This is an optimization exercise on Yosys and OpenROAD, whose aim is small area, not a production implementation. The clock port is modelled as an ideal driver; clocking choices that lean on that would not hold on a real chip.

==> 12-11: inputs <==
==> flow/design.v <==
module debounce(
    input  wire clk,        
    input  wire btn_in,     
    output reg  btn_out     
);
    reg [4:0] run;
    wire out_next = btn_out ^ run[4];
    wire differs  = btn_in ^ out_next;
    always @(posedge clk) begin
        btn_out <= out_next;
        if (differs)
            run <= {1'b0, run[3:0]} + 5'd1;
        else
            run <= 5'd0;
    end
endmodule
module clock_divider(
    input  wire clk_100MHz,  
    input  wire reset,       
    output wire clk_2Hz,
    output wire clk_1Hz,
    output wire clk_fast,
    output reg  clk_blink,
    output wire fast_tick    
);
    reg [4:0] p1;
    reg [4:0] p2;
    reg [3:0] q;
    reg [2:0] q5;
    wire p1_wrap = p1[4] & p1[3];    
    wire p2_wrap = p2[4] & p2[3];    
    wire q5_wrap = q5[2];            
    always @(posedge clk_100MHz) begin
      if (reset) begin
        p1 <= 5'd0;
        p2 <= 5'd0;
        q  <= 4'd0;
        q5 <= 3'd0;
        clk_blink <= 1'b0;
      end else begin
        p1 <= p1_wrap ? 5'd0 : p1 + 5'd1;
        if (p1_wrap) begin
          p2 <= p2_wrap ? 5'd0 : p2 + 5'd1;
          if (p2_wrap) begin
            q  <= q + 4'd1;
            q5 <= q5_wrap ? 3'd0 : q5 + 3'd1;
            if (q5_wrap)
              clk_blink <= ~clk_blink;
          end
        end
      end
    end
    assign clk_2Hz   = q[2];
    assign clk_1Hz   = q[3];
    assign clk_fast  = p2[0] ^ q[0];
    assign fast_tick = clk_fast & (p1 == 5'd0);
endmodule
module stopwatch(
    input  wire clk_100MHz,
    input  wire btn_reset,
    input  wire btn_pause,
    input  wire sw_adj,
    input  wire sw_sel,
    output reg  [6:0] seg,
    output reg  [3:0] an
);
  wire reset, pause, adjust, select;
  debounce db_reset (.clk(clk_100MHz), .btn_in(btn_reset), .btn_out(reset));
  debounce db_pause (.clk(clk_100MHz), .btn_in(btn_pause), .btn_out(pause));
  debounce db_adjust(.clk(clk_100MHz), .btn_in(sw_adj),    .btn_out(adjust));
  debounce db_select(.clk(clk_100MHz), .btn_in(sw_sel),    .btn_out(select));
  wire clk_2Hz, clk_1Hz, clk_fast, clk_blink, fast_tick;
  clock_divider clk_div_inst (
      .clk_100MHz(clk_100MHz),
      .reset(reset),
      .clk_2Hz(clk_2Hz),
      .clk_1Hz(clk_1Hz),
      .clk_fast(clk_fast),
      .clk_blink(clk_blink),
      .fast_tick(fast_tick)
  );
  reg minute_enable;
  wire sec_clk = (adjust &  select) ? clk_2Hz : clk_1Hz;
  wire min_clk = (adjust & ~select) ? clk_2Hz : minute_enable;
  reg sec_clk_q, min_clk_q;
  always @(posedge clk_100MHz) begin
      sec_clk_q <= sec_clk;
      min_clk_q <= min_clk;
  end
  wire sec_tick = sec_clk & ~sec_clk_q;
  wire min_tick = min_clk & ~min_clk_q;
  wire sec_pause = adjust ? ~select : pause;
  wire min_pause = adjust ?  select : pause;
  wire sec_en = sec_tick & ~sec_pause;
  wire min_en = min_tick & ~min_pause;
  reg [3:0] sec_ones, min_ones;
  reg [2:0] sec_tens, min_tens;
  wire sec_ones_wrap = (sec_ones == 4'd9);
  wire sec_tens_wrap = (sec_tens == 3'd5);
  wire min_ones_wrap = (min_ones == 4'd9);
  wire min_tens_wrap = (min_tens == 3'd5);
  always @(posedge clk_100MHz) begin
      if (reset) begin
          sec_ones <= 4'd0;
          sec_tens <= 3'd0;
          minute_enable <= 1'b0;
      end else begin
          if (sec_en) begin
              sec_ones <= sec_ones_wrap ? 4'd0 : sec_ones + 4'd1;
              if (sec_ones_wrap)
                  sec_tens <= sec_tens_wrap ? 3'd0 : sec_tens + 3'd1;
          end
          if (sec_tick)
              minute_enable <= sec_en & sec_ones_wrap & sec_tens_wrap;
      end
  end
  always @(posedge clk_100MHz) begin
      if (reset) begin
          min_ones <= 4'd0;
          min_tens <= 3'd0;
      end else if (min_en) begin
          min_ones <= min_ones_wrap ? 4'd0 : min_ones + 4'd1;
          if (min_ones_wrap)
              min_tens <= min_tens_wrap ? 3'd0 : min_tens + 3'd1;
      end
  end
  reg [1:0] digit_sel;
  always @(posedge clk_100MHz) begin
      if (reset)
          digit_sel <= 2'd0;
      else if (fast_tick)
          digit_sel <= digit_sel + 2'd1;
  end
  reg [3:0] digit;
  always @(*) begin
      case (digit_sel)
          2'd0: digit = {1'b0, min_tens};
          2'd1: digit = min_ones;
          2'd2: digit = {1'b0, sec_tens};
          default: digit = sec_ones;
      endcase
  end
  wire blank = adjust & (select == digit_sel[1]) & clk_blink;
  wire [3:0] d = digit;
  wire [6:0] lit;
  assign lit[0] = d[3] | d[1] | ~(d[2] ^ d[0]);
  assign lit[1] = ~d[2] | ~(d[1] ^ d[0]);
  assign lit[2] = d[2] | ~d[1] | d[0];
  assign lit[3] = d[3] | (~d[2] & ~d[0]) | (d[1] & ~d[0]) | (~d[2] & d[1]) | (d[2] & ~d[1] & d[0]);
  assign lit[4] = (~d[2] & ~d[0]) | (d[1] & ~d[0]);
  assign lit[5] = d[3] | (~d[1] & ~d[0]) | (d[2] & ~d[1]) | (d[2] & ~d[0]);
  assign lit[6] = d[3] | (d[2] ^ d[1]) | (d[1] & ~d[0]);
  wire [6:0] seg_code = ~lit;
  always @(*) begin
      seg = blank ? 7'b1111111 : seg_code;
      case (digit_sel)
          2'd0: an = 4'b0111;
          2'd1: an = 4'b1011;
          2'd2: an = 4'b1101;
          default: an = 4'b1110;
      endcase
  end
endmodule
==> flow/run.sh <==
#!/bin/bash
# synth_recipe.tcl (not shown) runs the flow's synth.tcl, then flattens the netlist and writes it again
# the make line also repeats each setting of config.mk as NAME=value (left out here)
make -C /OpenROAD-flow-scripts/flow DESIGN_CONFIG=/design/flow/config.mk WORK_HOME=/design/flow/orfs CLKGATE_MAP_FILE= SYNTH_SCRIPT=/design/flow/synth_recipe.tcl finish
==> flow/config.mk <==
export PLATFORM = sky130hd
export DESIGN_NAME = stopwatch
export DESIGN_NICKNAME = stopwatch
export VERILOG_FILES = /design/flow/design.v
export SDC_FILE = /design/flow/constraint.sdc
export NUM_CORES = 4
export LEC_CHECK = 0
export CAP_MARGIN = 20
export CORE_MARGIN = 2
export CORE_UTILIZATION = 40
export CTS_BUF_LIST = sky130_fd_sc_hd__clkbuf_4 sky130_fd_sc_hd__clkbuf_8
export CTS_CLUSTER_DIAMETER = 100
export CTS_CLUSTER_SIZE = 40
export PLACE_DENSITY = 0.6
export SLEW_MARGIN = 20
==> flow/constraint.sdc <==
create_clock -name core_clock -period 10.0 [get_ports {clk_100MHz}]
set_input_delay 2.0000 -clock core_clock [delete_from_list [all_inputs] [get_ports {clk_100MHz}]]
set_output_delay 2.0000 -clock core_clock [all_outputs]
set_load 0.01 [all_outputs]
==> inputs of 11-19, as changes to 12-11 <==
==> flow/flow/run.sh (new file) <==
#!/bin/bash
# Own layout flow: the standard synthesis, then an area-oriented re-mapping
# of the combinational logic (registers untouched), then the standard ORFS
# steps with small port buffers and a compact clock tree.
set -euo pipefail
W=$PWD
R=$W/orfs/results/sky130hd/stopwatch/base
LIB=$FLOW_HOME/platforms/sky130hd/lib/sky130_fd_sc_hd__tt_025C_1v80.lib

bash standard.sh synth > $W/log_1_synth_standard.log 2>&1

cp $R/1_2_yosys.v $W/1_2_yosys_standard.v
LIB=$LIB IN=$W/1_2_yosys_standard.v OUT=$W/1_2_yosys_reopt.v ABC_SCRIPT=$W/flow/area.abc \
  yosys -c $W/flow/reopt.tcl > $W/log_1_reopt_yosys.log 2>&1
cp $W/1_2_yosys_reopt.v $R/1_2_yosys.v
touch $R/1_2_yosys.v

export SW_CLOCK_BUFFER=${SW_CLOCK_BUFFER:-sky130_fd_sc_hd__clkbuf_16}
bash standard.sh "PRE_CTS_TCL=$W/flow/cts_hook.tcl" \
  "BUFFER_PORTS_ARGS=-buffer_cell sky130_fd_sc_hd__buf_1" \
  finish > $W/log_2_finish.log 2>&1
==> flow/flow/area.abc (new file) <==
strash; &get -n; &deepsyn -T 30; &put; dch -f; amap; topo
==> flow/flow/cts_hook.tcl (new file) <==
# Clock distribution for a design this small: one clock buffer, placed at
# the centroid of the flip-flops, drives every flip-flop clock pin. This
# replaces TritonCTS's H-tree (which builds several levels of buffers).
rename clock_tree_synthesis tritoncts_clock_tree_synthesis
proc clock_tree_synthesis { args } {
  set block [ord::get_db_block]
  set sx 0
  set sy 0
  set n 0
  foreach inst [$block getInsts] {
    if { [[$inst getMaster] isSequential] } {
      set bbox [$inst getBBox]
      set sx [expr { $sx + ([$bbox xMin] + [$bbox xMax]) / 2 }]
      set sy [expr { $sy + ([$bbox yMin] + [$bbox yMax]) / 2 }]
      incr n
    }
  }
  set dbu [$block getDbUnitsPerMicron]
  set x [expr { double($sx) / $n / $dbu }]
  set y [expr { double($sy) / $n / $dbu }]
  puts "Clock buffer at ($x, $y) for $n flip-flops"
  insert_buffer -buffer_cell $::env(SW_CLOCK_BUFFER) -net clk_100MHz \
    -location [list $x $y] -buffer_name clkbuf_root -net_name clk_root
  [[$block findNet clk_root] setSigType CLOCK]
  [[$block findNet clk_100MHz] setSigType CLOCK]
  set_propagated_clock [all_clocks]
}
==> flow/flow/reopt.tcl (new file) <==
# Re-map the combinational logic of the standard synthesis netlist for area.
# The flip-flop cells (and so their names and types) are kept as they are.
yosys read_liberty -ignore_miss_func $::env(LIB)
yosys read_verilog $::env(IN)
yosys hierarchy -top stopwatch
foreach ff {dfxtp_1 dfxtp_2 dfxtp_4} {
  yosys setattr -mod -set keep_hierarchy 1 sky130_fd_sc_hd__$ff
}
yosys flatten
yosys delete t:\$scopeinfo
yosys opt_clean
yosys abc -liberty $::env(LIB) -script $::env(ABC_SCRIPT) \
  -dont_use *lpflow* -dont_use *probe* -dont_use sky130_fd_sc_hd__clkbuf_* \
  -dont_use *clkinv* -dont_use *dlygate* -dont_use *dlymetal* -dont_use *clkdly*
yosys opt_clean -purge
yosys hilomap -singleton -hicell sky130_fd_sc_hd__conb_1 HI -locell sky130_fd_sc_hd__conb_1 LO
yosys splitnets
yosys opt_clean -purge
yosys stat -liberty $::env(LIB)
yosys select stopwatch
yosys write_verilog -noattr -nohex -nodec -selected $::env(OUT)
==> flow/standard.sh (new file) <==
#!/bin/bash
# synth_recipe.tcl (not shown) runs the flow's synth.tcl, then flattens the netlist and writes it again
# the make line also repeats each setting of config.mk as NAME=value (left out here)
make -C /OpenROAD-flow-scripts/flow DESIGN_CONFIG=/design/flow/config.mk WORK_HOME=/design/flow/orfs CLKGATE_MAP_FILE= SYNTH_SCRIPT=/design/flow/synth_recipe.tcl "${@:-finish}"
--- a/flow/config.mk
+++ b/flow/config.mk
@@ -10,5 +10,2 @@
 export CORE_UTILIZATION = 40
-export CTS_BUF_LIST = sky130_fd_sc_hd__clkbuf_4 sky130_fd_sc_hd__clkbuf_8
-export CTS_CLUSTER_DIAMETER = 100
-export CTS_CLUSTER_SIZE = 40
 export PLACE_DENSITY = 0.6
removed: flow/run.sh
==> comparison table <==
| quantity | 12-11 | 11-19 |
|---|---|---|
| Status | finished clean | aborted with a tool error |
| Last stage reached | - | clock tree synthesis (4_1_cts) |
| Port-buffer cells | 15 | 15 |
| Die X | 88.0 um | 80.0 um |
| Number of cells produced by synthesis | 310 | 287 |
| Boundary Pins | 16 | 16 |
| Count of placed standard cells including taps | 414 | 374 |
| Post-placement setup slack | 5.37 ns | 6.02 ns |
| Syn. warnings | 3 | 3 |
| Placed wire-length estimate | 3400 um | 3010 um |
| Mapped cell area | 2820 sq um | 2310 sq um |
| Average size of a mapped cell | 9.10 sq um | 8.04 sq um |
| Weighted congestion reported at the end of routability-driven placement | 0.871 | 0.785 |
| Floorplan die height | 88.0 um | 80.0 um |
| Cell area reported after detailed placement | 3060 sq um | 2450 sq um |
| Initial cell density of the core | 41.5% | 41.7% |
| Standard-cell row count | 30 | 27 |
| Net count after synthesis | 333 | 292 |
No run of this note included a check of the RTL's function; only the layout flow was run.

==> re-timing with driven ports <==
How much do the figures lean on ideal ports? The routed layout below was timed once more, with nothing changed but the port constraints.
Step 1 (the two cells are an assumption about what drives the block):
set clk [get_ports {clk_100MHz}]
set_driving_cell -lib_cell sky130_fd_sc_hd__clkbuf_16 $clk
set_driving_cell -lib_cell sky130_fd_sc_hd__buf_2 [delete_from_list [all_inputs] $clk]
Step 2 adds t to the input delays and takes it off the output delays; t is the mean of the earliest and latest rising clock arrival at the registers after step 1. Input paths then give back, and output paths get back, about the clock's delay inside the block.
a / b / c = ideal ports / drivers / drivers and shift; a / b = the first two.
run: 12-11
t (ns): 0.351
setup WS [ns]: 5.058 / 5.031 / 5.382
worst setup path after step 2: register to output
worst register clock-pin slew, ns: 0.06 / 0.06
worst data-port slew with drivers (ns): 0.03
After both steps 12-11 still meets setup and hold. The setup slack of 12-11 moves by -0.027 ns with the drivers and by +0.324 ns with both steps.
